This design comes from an exercise in tuning for small area on the open sky130 flow, not from production work.
The RTL was checked by simulation tests, not by an equivalence proof against the original design.
Power is estimated from default activity; no workload was simulated.

Design TOP_MODULE, start of the top module:
module TOP_MODULE(
    input CLK100MHZ,
    input rst,
    input SW,
    input BTNL, BTNR,
    output [7:0] AN,
    output CA,CB,CC,CD,CE,CF,CG, DP,
    output LED
    );
    assign DP = 1'b1;
    localparam [13:0] C_TAPS = 14'd8193, C_S0 = 14'd14560, C_S10001 = 14'd15472;
    localparam [13:0] B_TAPS = 14'd8193, B_S0 = 14'd2542, B_S5000 = 14'd15997;
    localparam [13:0] MASK = 14'd10922;
    reg [13:0] cnt_r, cnt1_r, cnt2_r;
    wire [13:0] cnt = cnt_r ^ MASK, cnt1 = cnt1_r ^ MASK, cnt2 = cnt2_r ^ MASK;
    wire tick    = ~cnt[0] & ~cnt[1] & cnt[2] & cnt[3] & ~cnt[5] & ~cnt[6] & cnt[8] & cnt[9] & ~cnt[11] & cnt[12] & ~cnt[13];    
    wire cnt1_one  = cnt1[0] & cnt1[2] & cnt1[3] & cnt1[4] & cnt1[6] & cnt1[7] & cnt1[8] & cnt1[9] & ~cnt1[10] & ~cnt1[11] & cnt1[12];    
    wire cnt1_top  = cnt1[0] & cnt1[1] & cnt1[2] & cnt1[3] & cnt1[5] & cnt1[6] & cnt1[8] & ~cnt1[9] & cnt1[10] & ~cnt1[11] & cnt1[12];    
    wire cnt2_one  = cnt2[0] & cnt2[2] & cnt2[3] & cnt2[4] & cnt2[6] & cnt2[7] & cnt2[8] & cnt2[9] & ~cnt2[10] & ~cnt2[11] & cnt2[12];    
    wire cnt2_top  = cnt2[0] & cnt2[1] & cnt2[2] & cnt2[3] & cnt2[5] & cnt2[6] & cnt2[8] & ~cnt2[9] & cnt2[10] & ~cnt2[11] & cnt2[12];    
    wire c1_ev = cnt1_one | cnt1_top;
    wire c2_ev = cnt2_one | cnt2_top;
    always_ff @(posedge CLK100MHZ) begin
        if (rst)       cnt_r <= C_S0 ^ MASK;
        else if (tick) cnt_r <= C_S10001 ^ MASK;
        else           cnt_r <= {cnt[12:0], ~^(cnt & C_TAPS)} ^ MASK;
        if (rst | ~BTNR)    cnt1_r <= B_S0 ^ MASK;
        else if (cnt1_top)  cnt1_r <= B_S5000 ^ MASK;
        else                cnt1_r <= {cnt1[12:0], ~^(cnt1 & B_TAPS)} ^ MASK;
        if (rst | ~BTNL)    cnt2_r <= B_S0 ^ MASK;
        else if (cnt2_top)  cnt2_r <= B_S5000 ^ MASK;
        else                cnt2_r <= {cnt2[12:0], ~^(cnt2 & B_TAPS)} ^ MASK;
    end
    reg [3:0] su, mu;
    reg [2:0] st, mt;
    reg [4:0] h;
  ...
==> module TOP_MODULE, before the edit <==
module TOP_MODULE(
    input CLK100MHZ,
    input rst,
    input SW,
    input BTNL, BTNR,
    output [7:0] AN,
    output CA,CB,CC,CD,CE,CF,CG, DP,
    output LED
    );
    assign DP = 1'b1;
    localparam [13:0] C_TAPS = 14'd8193, C_S0 = 14'd14560, C_S10001 = 14'd15472;
    localparam [13:0] B_TAPS = 14'd8193, B_S0 = 14'd2542, B_S5000 = 14'd15997;
    localparam [13:0] MASK = 14'd10922;
    reg [13:0] cnt_r, cnt1_r, cnt2_r;
    wire [13:0] cnt = cnt_r ^ MASK, cnt1 = cnt1_r ^ MASK, cnt2 = cnt2_r ^ MASK;
    wire tick    = ~cnt[0] & ~cnt[1] & cnt[2] & cnt[3] & ~cnt[5] & ~cnt[6] & cnt[8] & cnt[9] & ~cnt[11] & cnt[12] & ~cnt[13];    
    wire cnt1_one  = cnt1[0] & cnt1[2] & cnt1[3] & cnt1[4] & cnt1[6] & cnt1[7] & cnt1[8] & cnt1[9] & ~cnt1[10] & ~cnt1[11] & cnt1[12];    
    wire cnt1_top  = cnt1[0] & cnt1[1] & cnt1[2] & cnt1[3] & cnt1[5] & cnt1[6] & cnt1[8] & ~cnt1[9] & cnt1[10] & ~cnt1[11] & cnt1[12];    
    wire cnt2_one  = cnt2[0] & cnt2[2] & cnt2[3] & cnt2[4] & cnt2[6] & cnt2[7] & cnt2[8] & cnt2[9] & ~cnt2[10] & ~cnt2[11] & cnt2[12];    
    wire cnt2_top  = cnt2[0] & cnt2[1] & cnt2[2] & cnt2[3] & cnt2[5] & cnt2[6] & cnt2[8] & ~cnt2[9] & cnt2[10] & ~cnt2[11] & cnt2[12];    
    wire c1_ev = cnt1_one | cnt1_top;
    wire c2_ev = cnt2_one | cnt2_top;
    always_ff @(posedge CLK100MHZ) begin
        if (rst)       cnt_r <= C_S0 ^ MASK;
        else if (tick) cnt_r <= C_S10001 ^ MASK;
        else           cnt_r <= {cnt[12:0], ~^(cnt & C_TAPS)} ^ MASK;
        if (rst | ~BTNR)    cnt1_r <= B_S0 ^ MASK;
        else if (cnt1_top)  cnt1_r <= B_S5000 ^ MASK;
        else                cnt1_r <= {cnt1[12:0], ~^(cnt1 & B_TAPS)} ^ MASK;
        if (rst | ~BTNL)    cnt2_r <= B_S0 ^ MASK;
        else if (cnt2_top)  cnt2_r <= B_S5000 ^ MASK;
        else                cnt2_r <= {cnt2[12:0], ~^(cnt2 & B_TAPS)} ^ MASK;
    end
    reg [3:0] su, mu;
    reg [2:0] st, mt;
    reg [4:0] h;
    wire su9 = su[3] & su[0], mu9 = mu[3] & mu[0];
    wire s59 = st[2] & st[0] & su9;
    wire m59 = mt[2] & mt[0] & mu9;
    wire h23 = h[4] & h[2] & h[1] & h[0];
    wire s_inc = tick;
    wire m_inc = c1_ev | (tick & s59);
    wire h_inc = c2_ev | (tick & s59 & m59);
    function automatic [3:0] t10(input [3:0] x);
        t10 = {x[0] & (x[3] | (x[2] & x[1])), x[1] & x[0], x[0] & ~x[3], 1'b1};
    endfunction
    function automatic [2:0] t6(input [2:0] x);
        t6 = {x[0] & (x[2] | x[1]), x[0] & ~x[2], 1'b1};
    endfunction
    wire [3:0] su_t = t10(su), mu_t = t10(mu);
    wire [2:0] st_t = t6(st), mt_t = t6(mt);
    always_ff @(posedge CLK100MHZ) begin
        if (rst) begin
            st <= 3'd5; su <= 4'd0;
            mt <= 3'd1; mu <= 4'd2;
            h <= 5'd12;
        end else begin
            su <= su ^ ({4{s_inc}} & su_t);
            st <= st ^ ({3{s_inc & su9}} & st_t);
            mu <= mu ^ ({4{m_inc}} & mu_t);
            mt <= mt ^ ({3{m_inc & mu9}} & mt_t);
            if (h_inc) h <= h23 ? 5'd0 : h + 5'd1;
        end
    end
    wire gt12 = h[4] | (h[3] & h[2] & (h[1] | h[0]));
    wire pm = SW & gt12;
    assign LED = pm;
    wire [4:0] hd = pm ? h - 5'd12 : h;
    wire ht2 = hd[4] & hd[2];                                    
    wire ht1 = ~ht2 & (hd[4] | (hd[3] & (hd[2] | hd[1])));      
    wire [1:0] htd = {ht2, ht1};
    wire [4:0] hu5 = hd - (ht2 ? 5'd20 : ht1 ? 5'd10 : 5'd0);
    wire [3:0] hud = hu5[3:0];
    localparam [4:0] D_TAPS = 5'd18, D_RST = 5'd27, D_MASK = 5'b01010;
    reg [4:0] dc_r;
    reg [2:0] dig;
    wire [4:0] dc = dc_r ^ D_MASK;
    wire dc_end = ~dc[1] & ~dc[2] & ~dc[3];    
    wire [2:0] dig_nxt = dig + 3'd1;
    always_ff @(posedge CLK100MHZ) begin
        if (rst) begin
            dc_r <= D_RST ^ D_MASK; dig <= 3'd0;
        end else begin
            dc_r <= {dc[3:0], (~^(dc & D_TAPS)) ^ dc_end} ^ D_MASK;
            if (dc_end) dig <= dig_nxt;
        end
    end
    assign AN = ~(8'd1 << dig);
    reg [3:0] val;
    always_comb begin
        case (dig)
            3'd0: val = su;
            3'd1: val = {1'b0, st};
            3'd2: val = mu;
            3'd3: val = {1'b0, mt};
            3'd4: val = hud;
            3'd5: val = {2'b0, htd};
            default: val = 4'd15;
        endcase
    end
    localparam [111:0] SEGTAB = {7'b1111111, 7'b1110000, 7'b1110100, 7'b1011100,
                                 7'b0000110, 7'b0010010, 7'b0001100, 7'b0000000,
                                 7'b0001111, 7'b0100000, 7'b0100100, 7'b1001100,
                                 7'b0000110, 7'b0010010, 7'b1001111, 7'b0000001};
    wire [6:0] seg = SEGTAB[val*7 +: 7];
    assign {CA,CB,CC,CD,CE,CF,CG} = seg;
endmodule
clock: 10.0 ns
lec_check: 0
cap_margin: 20
core_margin: 2
core_utilization: 60
place_density: 0.75
slew_margin: 20
standard.sh (not shown) runs the stock make flow with config.mk's settings and CLKGATE_MAP_FILE= SYNTH_SCRIPT=/design/flow/synth_recipe.tcl, a recipe that flattens the netlist after the stock synthesis.
==> flow/flow/run.sh <==
#!/bin/bash
# Layout flow: the standard ORFS flow (standard.sh) with
#  - combinational logic mapped by ABC for area: abc runs once with each script
#    in flow/abc/ and the smallest mapping is kept; no separate half/full-adder
#    extraction. Registers are untouched, so they keep the standard synthesis's
#    names and cells;
#  - port buffers of the smallest buffer cell;
#  - clock tree synthesis without dummy loads, with clkbuf_4 buffers.
set -euo pipefail
W=$PWD
cat > my_synth.tcl <<EOF
# The standard flow's synthesis script (appended below), with abc run once per script in
# flow/abc/ and the smallest mapping kept.
proc abc {args} {
  set i [lsearch -exact \$args -script]
  set lib [lindex \$::env(LIB_FILES) 0]
  yosys design -save pre_abc
  set best ""
  foreach s [lsort [glob $W/flow/abc/*.abc]] {
    yosys design -load pre_abc
    yosys abc {*}[lreplace \$args [expr {\$i+1}] [expr {\$i+1}] \$s]
    set st [yosys tee -q -s result.string stat -liberty \$lib]
    regexp {Chip area for module[^:]*: ([0-9.]+)} \$st -> area
    puts "abc script [file tail \$s]: area \$area"
    if {\$best eq "" || \$area < \$best} {
      set best \$area
      set best_s \$s
      yosys design -save best_abc
    }
  }
  yosys design -load best_abc
  puts "abc: kept [file tail \$best_s] (area \$best)"
}
EOF
cat synth_recipe.tcl >> my_synth.tcl
bash standard.sh SYNTH_SCRIPT=$W/my_synth.tcl ADDER_MAP_FILE= \
  BUFFER_PORTS_ARGS="-buffer_cell sky130_fd_sc_hd__buf_1" \
  CTS_ARGS="-sink_clustering_enable -repair_clock_nets -dont_use_dummy_load -buf_list sky130_fd_sc_hd__clkbuf_4 -sink_clustering_size 40 -sink_clustering_max_diameter 200" \
  finish > standard.log 2>&1
Other scripts of this flow, unchanged in this note and not shown: flow/flow/abc/c7.abc, flow/flow/abc/d2.abc, flow/flow/abc/d6.abc, flow/flow/abc/e2.abc, flow/flow/abc/f2.abc, flow/flow/abc/g1.abc, flow/flow/abc/g3.abc, flow/flow/abc/g5.abc, flow/flow/abc/g6.abc
==> next run, changes <==
--- a/flow/design.v
+++ b/flow/design.v
@@ -31,15 +31,15 @@
         if (rst | ~BTNL)    cnt2_r <= B_S0 ^ MASK;
         else if (cnt2_top)  cnt2_r <= B_S5000 ^ MASK;
         else                cnt2_r <= {cnt2[12:0], ~^(cnt2 & B_TAPS)} ^ MASK;
     end
-    reg [3:0] su, mu;
+    reg [3:0] su, mu, hu;
     reg [2:0] st, mt;
-    reg [4:0] h;
-    wire su9 = su[3] & su[0], mu9 = mu[3] & mu[0];
+    reg [1:0] ht;
+    wire su9 = su[3] & su[0], mu9 = mu[3] & mu[0], hu9 = hu[3] & hu[0];
     wire s59 = st[2] & st[0] & su9;
     wire m59 = mt[2] & mt[0] & mu9;
-    wire h23 = h[4] & h[2] & h[1] & h[0];
+    wire h23 = ht[1] & hu[1] & hu[0];
     wire s_inc = tick;
     wire m_inc = c1_ev | (tick & s59);
     wire h_inc = c2_ev | (tick & s59 & m59);
     function automatic [3:0] t10(input [3:0] x);
@@ -47,32 +47,33 @@
     endfunction
     function automatic [2:0] t6(input [2:0] x);
         t6 = {x[0] & (x[2] | x[1]), x[0] & ~x[2], 1'b1};
     endfunction
-    wire [3:0] su_t = t10(su), mu_t = t10(mu);
+    wire [3:0] su_t = t10(su), mu_t = t10(mu), hu_t = t10(hu);
     wire [2:0] st_t = t6(st), mt_t = t6(mt);
     always_ff @(posedge CLK100MHZ) begin
         if (rst) begin
             st <= 3'd5; su <= 4'd0;
             mt <= 3'd1; mu <= 4'd2;
-            h <= 5'd12;
+            ht <= 2'd1; hu <= 4'd2;
         end else begin
             su <= su ^ ({4{s_inc}} & su_t);
             st <= st ^ ({3{s_inc & su9}} & st_t);
             mu <= mu ^ ({4{m_inc}} & mu_t);
             mt <= mt ^ ({3{m_inc & mu9}} & mt_t);
-            if (h_inc) h <= h23 ? 5'd0 : h + 5'd1;
+            if (h23) begin
+                if (h_inc) begin hu <= 4'd0; ht <= 2'd0; end
+            end else begin
+                hu <= hu ^ ({4{h_inc}} & hu_t);
+                ht <= ht ^ ({2{h_inc & hu9}} & {ht[0], 1'b1});    
+            end
         end
     end
-    wire gt12 = h[4] | (h[3] & h[2] & (h[1] | h[0]));
+    wire gt12 = ht[1] | (ht[0] & (hu[3] | hu[2] | (hu[1] & hu[0])));
     wire pm = SW & gt12;
     assign LED = pm;
-    wire [4:0] hd = pm ? h - 5'd12 : h;
-    wire ht2 = hd[4] & hd[2];                                    
-    wire ht1 = ~ht2 & (hd[4] | (hd[3] & (hd[2] | hd[1])));      
-    wire [1:0] htd = {ht2, ht1};
-    wire [4:0] hu5 = hd - (ht2 ? 5'd20 : ht1 ? 5'd10 : 5'd0);
-    wire [3:0] hud = hu5[3:0];
+    wire [1:0] htd = pm ? {1'b0, ht[1] & hu[1]} : ht;
+    wire [3:0] hud = pm ? {ht[1] & ~hu[1], hu[3] | (hu[2] & hu[1]), hu[3] | (hu[2] & ~hu[1]), hu[0]} : hu;
     localparam [4:0] D_TAPS = 5'd18, D_RST = 5'd27, D_MASK = 5'b01010;
     reg [4:0] dc_r;
     reg [2:0] dig;
     wire [4:0] dc = dc_r ^ D_MASK;
Clock skew is lower by 12 ps.
Routed wire length is higher by about 8%.
Die area is higher by 2.9%.
Final area is higher by about 3%.
Total power is higher by 2.2%.
Synthesized cell count is higher by about 4.5%.
Via count is higher by 4.6%.

==> afterwards: timing with drivers on the ports <==
No port has a modelled driver above. Below, the same layouts with a new extraction and two added sets of constraints.
Step 1: set_driving_cell puts a clkbuf_16 on CLK100MHZ and a buf_2 on each other input, an assumption about the parent block.
Step 2 also shifts input and output timing later by t, the mid clock arrival at the registers, as if the neighbouring blocks saw the same clock.
Slacks: ideal ports / drivers / drivers and shift; pairs: ideal ports / drivers.
run | t (ns) | setup slack, ns | hold WS [ns] | worst register clock-pin slew, ns
the first run | 0.412 | 3.796 / 3.774 / 3.774 | 0.320 / 0.320 / 0.320 | 0.13 / 0.13
the second run | 0.413 | 4.216 / 4.190 / 4.190 | 0.374 / 0.374 / 0.374 | 0.11 / 0.11
After both steps every run listed still meets setup and hold. For the second run, which loses most, drivers alone change the setup slack by -0.026 ns; drivers and shift together by -0.026 ns.
